This is an optimization exercise on Yosys and OpenROAD, whose aim is a short achievable clock period and few clock cycles, not a production implementation. The RTL was checked by simulation tests, not by an equivalence proof against the original design.

Design simplecore, start of the top module:
module	simplecore (
	clk,
	nreset,
	iAddr,
	iData,
	dAddr,
	dIn,
	dOut,
	nRW
);
input		clk;
input		nreset;
output	[15:0]	iAddr;     
input	[15:0]	iData;     
output	[15:0]	dAddr;     
input	[15:0]	dIn;       
output	[15:0]	dOut;      
output		nRW;
reg	[15:0]	pc;		 
reg	[15:0]	fInst;		 
reg		refillTmp, refill;
reg	[ 1:0]	cond;
reg		cmpFlag;
reg		branchFlag;
reg		srOEn, eSrWbEn;
reg	[ 2:0]	aluCtl;
reg		aluOEn;
reg	[ 2:0]	shiftCtl;
reg		shiftOEn;
reg		mulOEn;
reg	[ 3:0]	wbIdx;
reg		eWbEn;
reg		eIAregCtl;
reg		dInCtl;
reg		eDOutCtl;
reg	[15:0]	opA, opB;	 
reg	[15:0]	mulA, mulB;	 
reg	[15:0]	dAddrR, dOutR;	 
reg		nRWR;
reg		wEn;
reg	[ 3:0]	wIdx;
reg	[15:0]	wVal;
reg	[ 3:0]	sr;		 
reg	[16*15-1:0]	rf;		 
wire	zFlag = sr[2];
wire	execFlag = (cond == 2'd2) || (cond == 2'd0 && zFlag) ||
		   (cond == 2'd1 && ~zFlag);
wire	live     = execFlag & ~refill;
wire	flush    = branchFlag & live;
wire	wbEn     = eWbEn & live;
wire	srWbEn   = eSrWbEn & live;
wire	iAregCtl = eIAregCtl & live;
wire	[15:0]	aluA = srOEn ? {sr, 12'b0} : opA;
reg	[15:0]	aluOut;
reg		aluCarry;
always @(*)
begin
	casex (aluCtl)
		3'b000:	{aluCarry, aluOut} = {1'b0, aluA};
		3'b001:	{aluCarry, aluOut} = {1'b0, opB};
		3'b010:	{aluCarry, aluOut} = {1'b0, aluA & opB};
		3'b011:	{aluCarry, aluOut} = {1'b0, aluA | opB};
		3'b10?:	{aluCarry, aluOut} = aluA + opB;
  ...
For scale: about 420 flip-flops.
==> flow/config.mk <==
export PLATFORM = sky130hd
export DESIGN_NAME = simplecore
export DESIGN_NICKNAME = simplecore
export VERILOG_FILES = /design/flow/design.v
export SDC_FILE = /design/flow/constraint.sdc
export NUM_CORES = 4
export LEC_CHECK = 0
export ABC_CLOCK_PERIOD_IN_PS = 3000
export CAP_MARGIN = 20
export CORE_MARGIN = 2
export CORE_UTILIZATION = 40
export SETUP_SLACK_MARGIN = 5
export SLEW_MARGIN = 20
==> flow/constraint.sdc <==
create_clock -name core_clock -period 11.5 [get_ports {clk}]
set_input_delay 2.3000 -clock core_clock [delete_from_list [all_inputs] [get_ports {clk}]]
set_output_delay 2.3000 -clock core_clock [all_outputs]
set_load 0.01 [all_outputs]
run.sh (not shown) runs the stock make flow with config.mk's settings and CLKGATE_MAP_FILE= SYNTH_SCRIPT=/design/flow/synth_recipe.tcl, a recipe that flattens the netlist after the stock synthesis.
The starting point completed without violations.
Testbench counts at the start, summed over its fixed seeds: cycles 54,356.
Rerun with:
==> flow/flow/run.sh (new file) <==
#!/bin/bash
# The standard layout (the standard.sh: the standard synthesis and the
# ORFS steps) with timing repair aimed well below the clock period: every
# repair_timing step works until the setup slack is SETUP_SLACK_MARGIN ns.
# The clock, constraints and all other settings are the design's.
set -euo pipefail
bash standard.sh SETUP_SLACK_MARGIN=10 finish > standard.log 2>&1
==> flow/standard.sh (new file) <==
#!/bin/bash
# synth_recipe.tcl (not shown) runs the flow's synth.tcl, then flattens the netlist and writes it again
# the make line also repeats each setting of config.mk as NAME=value (left out here)
make -C /OpenROAD-flow-scripts/flow DESIGN_CONFIG=/design/flow/config.mk WORK_HOME=/design/flow/orfs CLKGATE_MAP_FILE= SYNTH_SCRIPT=/design/flow/synth_recipe.tcl "${@:-finish}"
Settings changed: ABC_CLOCK_PERIOD_IN_PS 3000 to 2000, CORE_UTILIZATION 40 to 55, SETUP_SLACK_MARGIN 5 to not set.
removed: flow/run.sh
What happened: Core utilization rises by 29 points; first-iteration DRC count rises by well over a third; fmax rises by roughly a tenth; via count rises by about a fifth; wire length rises by about a fifth.

## afterwards: timing with drivers on the ports
The flow's constraints put no driver on any port. The routed layouts listed below were extracted and timed again, unchanged, in two steps.
Step 1 (the two cells are an assumption about what drives the block):
set clk [get_ports {clk}]
set_driving_cell -lib_cell sky130_fd_sc_hd__clkbuf_16 $clk
set_driving_cell -lib_cell sky130_fd_sc_hd__buf_2 [delete_from_list [all_inputs] $clk]
Step 2 moves the port delays by t, midway between the first and last clock arrival at a register: inputs arrive t later, outputs are due t later. That takes back most of the time a late clock gives input paths.
Three values: ideal ports, drivers, drivers and shift; two values: the first two.
run	shift t [ns]	slack for setup (ns)	worst setup path at the end	clock arrival spread, ns	worst slew at a driven data input, ns
the first run	0.657	5.446 / 5.446 / 5.446	register to register	0.039 / 0.039	0.05
the second run	0.679	6.133 / 6.133 / 6.133	register to register	0.029 / 0.029	0.07
After both steps setup and hold are still met in every run listed.
